What follows belongs to an exercise in optimizing a design on an open flow for small area; a production flow would make more cautious choices.
In this exercise RTL edits were held to simulation tests only and were not proved equivalent to the original.
The clock input has no modelled driver; a real chip could not lean on it and would need a root buffer or a full tree.
No activity file was given, so power comes from the tool's default toggle rates.

==> flow/design.v (excerpt) <==
module PWM_play #(parameter LOD = 4095) (
        input pwm_clk,
        input rst,               
        input [15:0] pwm_data,
        output reg audio_out
);
Size in the first run: ~13 flip-flops, ~19 I/O pins, about 620 sq um of cells after synthesis.
export LEC_CHECK = 0
export CAP_MARGIN = 20
export CELL_PAD_IN_SITES_DETAIL_PLACEMENT = 0
export CELL_PAD_IN_SITES_GLOBAL_PLACEMENT = 0
export CORE_AREA = 5 5 95 95
export DIE_AREA = 0 0 100 100
export PLACE_DENSITY = 0.95
export SLEW_MARGIN = 20
create_clock -name core_clock -period 10.0 [get_ports {pwm_clk}]
standard.sh (not shown) runs the stock make flow with config.mk's settings and CLKGATE_MAP_FILE= SYNTH_SCRIPT=/design/flow/synth_recipe.tcl, a recipe that flattens the netlist after the stock synthesis.
==> flow/flow/run.sh <==
#!/bin/bash
# Standard ORFS layout (standard.sh) with these changes:
#  - synthesis is synth_recipe.tcl's, except that adders are left to abc (no half/full adder
#    cells) and abc maps with the area-oriented script flow/area.abc;
#  - ports are buffered with buf_1;
#  - the clock reaches all flip-flops through one clkbuf_4 (flow/one_clkbuf.tcl, run before
#    the CTS step in place of clock_tree_synthesis).
# Full tool output goes to standard.log; ORFS's per-step logs stay under orfs/logs.
set -uo pipefail
here=$(pwd)
export ABC_SCRIPT_FILE=$here/flow/area.abc
export ONE_CLKBUF_CELL=sky130_fd_sc_hd__clkbuf_4
bash standard.sh ADDER_MAP_FILE= \
  SYNTH_SCRIPT=$here/flow/synth_recipe_abc.tcl \
  'BUFFER_PORTS_ARGS=-buffer_cell sky130_fd_sc_hd__buf_1' \
  PRE_CTS_TCL=$here/flow/one_clkbuf.tcl \
  finish > standard.log 2>&1
==> flow/flow/one_clkbuf.tcl <==
# Clock distribution for a small design: one clock buffer, placed at the centre of the
# flip-flops it drives, takes the clock from the port to every flip-flop, so every register's
# clock arrives through the same single buffer. The standard CTS call is then skipped.
set block [ord::get_db_block]
set master [[ord::get_db] findMaster $::env(ONE_CLKBUF_CELL)]
set clk_net [$block findNet pwm_clk]
set inst [odb::dbInst_create $block $master clkbuf_0_pwm_clk]
set new_net [odb::dbNet_create $block clknet_0_pwm_clk]
$new_net setSigType CLOCK
set sx 0; set sy 0; set n 0
foreach iterm [$clk_net getITerms] {
  set i [$iterm getInst]
  if { [$i getName] eq "clkbuf_0_pwm_clk" } { continue }
  lassign [$i getLocation] x y
  set sx [expr {$sx + $x}]; set sy [expr {$sy + $y}]; incr n
  $iterm disconnect
  $iterm connect $new_net
}
[$inst findITerm A] connect $clk_net
[$inst findITerm X] connect $new_net
$inst setLocation [expr {int($sx / $n)}] [expr {int($sy / $n)}]
$inst setPlacementStatus PLACED
puts "one_clkbuf: $n clock sinks moved to [$new_net getName], driven by [$master getName]"
rename clock_tree_synthesis orig_clock_tree_synthesis
proc clock_tree_synthesis { args } { puts "one_clkbuf: clock_tree_synthesis skipped" }
Other scripts of this flow, unchanged in this note and not shown: flow/flow/area.abc, flow/flow/synth_recipe_abc.tcl
The starting point finished with timing, DRC and antenna clean.
Then changed:
--- a/flow/flow/run.sh
+++ b/flow/flow/run.sh
@@ -6 +6 @@
-#  - the clock reaches all flip-flops through one clkbuf_4 (flow/one_clkbuf.tcl, run before
+#  - the clock reaches all flip-flops through one buf_4 (flow/one_clkbuf.tcl, run before
@@ -12 +12 @@
-export ONE_CLKBUF_CELL=sky130_fd_sc_hd__clkbuf_4
+export ONE_CLKBUF_CELL=sky130_fd_sc_hd__buf_4
- CELL_PAD_IN_SITES_DETAIL_PLACEMENT: 0 -> default
- CELL_PAD_IN_SITES_GLOBAL_PLACEMENT: 0 -> default
- PLACE_DENSITY: 0.95 -> default
Global-route usage goes down by 0.23 points.
Routed wire length goes down by a few percent.
Cell count does not change.
Total power goes up slightly.
Then changed:
--- a/flow/flow/run.sh
+++ b/flow/flow/run.sh
@@ -6,2 +6 @@
-#  - the clock reaches all flip-flops through one buf_4 (flow/one_clkbuf.tcl, run before
-#    the CTS step in place of clock_tree_synthesis).
+#  - the clock tree is one level of clkbuf_4 buffers, without dummy loads.
@@ -12 +10,0 @@
-export ONE_CLKBUF_CELL=sky130_fd_sc_hd__buf_4
@@ -16 +14 @@
-  PRE_CTS_TCL=$here/flow/one_clkbuf.tcl \
+  'CTS_ARGS=-buf_list sky130_fd_sc_hd__clkbuf_4 -root_buf sky130_fd_sc_hd__clkbuf_4 -sink_clustering_enable -sink_clustering_size 30 -sink_clustering_max_diameter 200 -dont_use_dummy_load -repair_clock_nets' \
removed: flow/flow/one_clkbuf.tcl
Total power climbs by 12%.
Hold slack gets worse by 0.014 ns.
Wire length climbs by 1.9%.
Critical path depth stays the same.
Clock power climbs by 54%.
Sequential cell count is unchanged.
In the first and second runs of this note the design's own scripts or RTL, not TritonCTS, make the clock network.

========
The RTL this note starts from:
==> flow/design.v <==
module PWM_play #(parameter LOD = 4095) (
        input pwm_clk,
        input rst,               
        input [15:0] pwm_data,
        output reg audio_out
);
    reg  [11:0] r;
    wire [10:0] q  = pwm_data[14:4];
    wire [3:0]  f  = pwm_data[3:0];
    wire [2:0]  h  = pwm_data[14:12];
    wire        d15 = pwm_data[15];
    wire g = (f[2] & ~h[2]) |
             (~(f[2] ^ h[2]) & ((f[1] & ~h[1]) | (~(f[1] ^ h[1]) & f[0] & ~h[0])));
    wire cin = d15 ? (f[3] | g) : (f[3] & g);
    wire [11:0] k;
    assign k[0] = cin;
    genvar i;
    generate for (i = 0; i < 11; i = i + 1) begin : cc
        assign k[i+1] = (r[i] & q[i]) | (k[i] & (r[i] | q[i]));
    end endgenerate
    wire [12:0] a;
    assign a[0] = 1'b1;
    generate for (i = 0; i < 12; i = i + 1) begin : ic
        assign a[i+1] = a[i] & r[i];
    end endgenerate
    wire r_zero = ~|r;
    wire hit = d15 ? (r[11] | a[11] | k[11]) : (r[11] & k[11]);
    wire [11:0] r_inc = r ^ a[11:0];
    wire [11:0] r_next = {r_inc[11:1], r_inc[0] | (a[11] & ~r[11])};
    always @(posedge pwm_clk) begin
        if (rst) begin
            r         <= 12'd1;
            audio_out <= 1'b0;
        end else begin
            r         <= r_next;
            audio_out <= hit & ~r_zero;
        end
    end
endmodule
export LEC_CHECK = 0
export CAP_MARGIN = 20
export CORE_AREA = 5 5 95 95
export CTS_BUF_LIST = sky130_fd_sc_hd__clkbuf_1 sky130_fd_sc_hd__clkbuf_2
export DIE_AREA = 0 0 100 100
export SLEW_MARGIN = 20
create_clock -name core_clock -period 10.0 [get_ports {pwm_clk}]
==> flow/flow/run.sh <==
#!/bin/bash
# Standard ORFS layout (standard.sh) with these changes:
#  - synthesis is synth_recipe.tcl's, except that adders are left to abc (no half/full adder
#    cells) and abc maps with the area-oriented script flow/area.abc;
#  - ports are buffered with buf_1;
#  - the clock tree uses small clock buffers (CTS_BUF_LIST in config.mk).
# Full tool output goes to standard.log; ORFS's per-step logs stay under orfs/logs.
set -uo pipefail
here=$(pwd)
# synth_recipe.tcl's first line (synth without fsm and share passes) is kept in our copy.
head -1 synth_recipe.tcl > synth_check.log
export ABC_SCRIPT_FILE=$here/flow/area.abc
bash standard.sh ADDER_MAP_FILE= \
  SYNTH_SCRIPT=$here/flow/synth_recipe_abc.tcl \
  'BUFFER_PORTS_ARGS=-buffer_cell sky130_fd_sc_hd__buf_1' \
  finish > standard.log 2>&1
==> flow/flow/area.abc <==
strash
&get -n
&st
&synch2
&nf -R 1000
&st
&dch
&nf -R 1000
&st
&dch
&nf -R 1000
&put
topo
==> flow/flow/synth_recipe_abc.tcl <==
proc synth {args} { yosys synth -nofsm -noshare {*}$args }
# Run the final technology mapping with the ABC script named in ABC_SCRIPT_FILE.
proc abc {args} {
  set i [lsearch -exact $args -script]
  if { $i >= 0 && [info exists ::env(ABC_SCRIPT_FILE)] } {
    set args [lreplace $args [expr {$i+1}] [expr {$i+1}] $::env(ABC_SCRIPT_FILE)]
  }
  yosys abc {*}$args
}
source $::env(SCRIPTS_DIR)/synth.tcl
# left out here: clear keep_hierarchy, flatten, clean up, hide names made inside functions, write 1_2_yosys.v
Rerun with:
==> flow/flow/run.sh (replaced) <==
#!/bin/bash
# Standard ORFS layout (standard.sh) with these changes:
#  - synthesis is synth_recipe.tcl's, except that adders are left to abc (no half/full adder
#    cells) and abc maps with the area-oriented script flow/area.abc;
#  - ports are buffered with buf_1;
#  - the clock reaches all flip-flops through one clkbuf_8 (flow/one_clkbuf.tcl, run before
#    the CTS step in place of clock_tree_synthesis).
# Full tool output goes to standard.log; ORFS's per-step logs stay under orfs/logs.
set -uo pipefail
here=$(pwd)
export ABC_SCRIPT_FILE=$here/flow/area.abc
export ONE_CLKBUF_CELL=sky130_fd_sc_hd__clkbuf_8
bash standard.sh ADDER_MAP_FILE= \
  SYNTH_SCRIPT=$here/flow/synth_recipe_abc.tcl \
  'BUFFER_PORTS_ARGS=-buffer_cell sky130_fd_sc_hd__buf_1' \
  PRE_CTS_TCL=$here/flow/one_clkbuf.tcl \
  finish > standard.log 2>&1
==> flow/flow/one_clkbuf.tcl (new file) <==
# Clock distribution for a small design: one clock buffer, placed at the centre of the
# flip-flops it drives, takes the clock from the port to every flip-flop, so every register's
# clock arrives through the same single buffer. The standard CTS call is then skipped.
set block [ord::get_db_block]
set master [[ord::get_db] findMaster $::env(ONE_CLKBUF_CELL)]
set clk_net [$block findNet pwm_clk]
set inst [odb::dbInst_create $block $master clkbuf_0_pwm_clk]
set new_net [odb::dbNet_create $block clknet_0_pwm_clk]
$new_net setSigType CLOCK
set sx 0; set sy 0; set n 0
foreach iterm [$clk_net getITerms] {
  set i [$iterm getInst]
  if { [$i getName] eq "clkbuf_0_pwm_clk" } { continue }
  lassign [$i getLocation] x y
  set sx [expr {$sx + $x}]; set sy [expr {$sy + $y}]; incr n
  $iterm disconnect
  $iterm connect $new_net
}
[$inst findITerm A] connect $clk_net
[$inst findITerm X] connect $new_net
$inst setLocation [expr {int($sx / $n)}] [expr {int($sy / $n)}]
$inst setPlacementStatus PLACED
puts "one_clkbuf: $n clock sinks moved to [$new_net getName], driven by [$master getName]"
rename clock_tree_synthesis orig_clock_tree_synthesis
proc clock_tree_synthesis { args } { puts "one_clkbuf: clock_tree_synthesis skipped" }
- CTS_BUF_LIST: sky130_fd_sc_hd__clkbuf_1 sky130_fd_sc_hd__clkbuf_2 -> not set
=>
- synthesized cell count is unchanged
- wire length is lower by 2.6%
- via count came out lower by about 2.6%
- setup slack degrades by 0.12 ns
- synthesized area does not change
Rerun with:
--- a/flow/flow/run.sh
+++ b/flow/flow/run.sh
@@ -4,5 +4,5 @@
 #    cells) and abc maps with the area-oriented script flow/area.abc;
 #  - ports are buffered with buf_1;
-#  - the clock reaches all flip-flops through one clkbuf_8 (flow/one_clkbuf.tcl, run before
+#  - the clock reaches all flip-flops through one buf_4 (flow/one_clkbuf.tcl, run before
 #    the CTS step in place of clock_tree_synthesis).
 # Full tool output goes to standard.log; ORFS's per-step logs stay under orfs/logs.
@@ -10,5 +10,5 @@
 here=$(pwd)
 export ABC_SCRIPT_FILE=$here/flow/area.abc
-export ONE_CLKBUF_CELL=sky130_fd_sc_hd__clkbuf_8
+export ONE_CLKBUF_CELL=sky130_fd_sc_hd__buf_4
 bash standard.sh ADDER_MAP_FILE= \
   SYNTH_SCRIPT=$here/flow/synth_recipe_abc.tcl \
- PLACE_DENSITY: not set -> 0.95
Result:
- The new run ran to the end with no violations
- area after synthesis is unchanged
- wire length grows by 4.3%
- design area shrinks by 0.76%
- synthesized cell count is unchanged
- global-route usage increases by 0.23 points
In the second and third runs of this note the design's own scripts or RTL, not TritonCTS, make the clock network.

[re-timing with driven ports]
In the flow no input, the clock included, has a driving cell. The finished layouts below were timed again as built, in two steps. Step 1 assumes that a clkbuf_16 drives the clock port and a buf_2 every other input. Step 2 times the ports against the registers' clock, not the clock port: input delays grow and output delays shrink by t, the midpoint of the rising clock arrivals with the driver on. Three values: ideal, step 1, step 2; two values: the first two.
run | t, ns | setup WS [ns] | latest minus earliest clock arrival (ns) | worst slew at a driven data input, ns | cell pins on the clock port's net
the first run of note 1 | 0.196 | 6.250 / 6.243 / 6.047 | 0.001 / 0.001 | 0.05 | 1
the second run of note 1 | 0.175 | 6.275 / 6.272 / 6.096 | 0.000 / 0.001 | 0.05 | 1
the third run of note 1 | 0.284 | 6.371 / 6.368 / 6.084 | 0.009 / 0.010 | 0.05 | 1
the first run of note 2 | 0.279 | 6.376 / 6.372 / 6.093 | 0.005 / 0.005 | 0.05 | 1
the second run of note 2 | 0.167 | 6.258 / 6.256 / 6.089 | 0.000 / 0.000 | 0.05 | 1
the third run of note 2 | 0.168 | 6.213 / 6.206 / 6.038 | 0.001 / 0.000 | 0.05 | 1
After both steps every run listed still meets setup and hold. The setup slack of the third run of note 1, which loses most, moves by -0.003 ns with the drivers and by -0.287 ns with both steps.
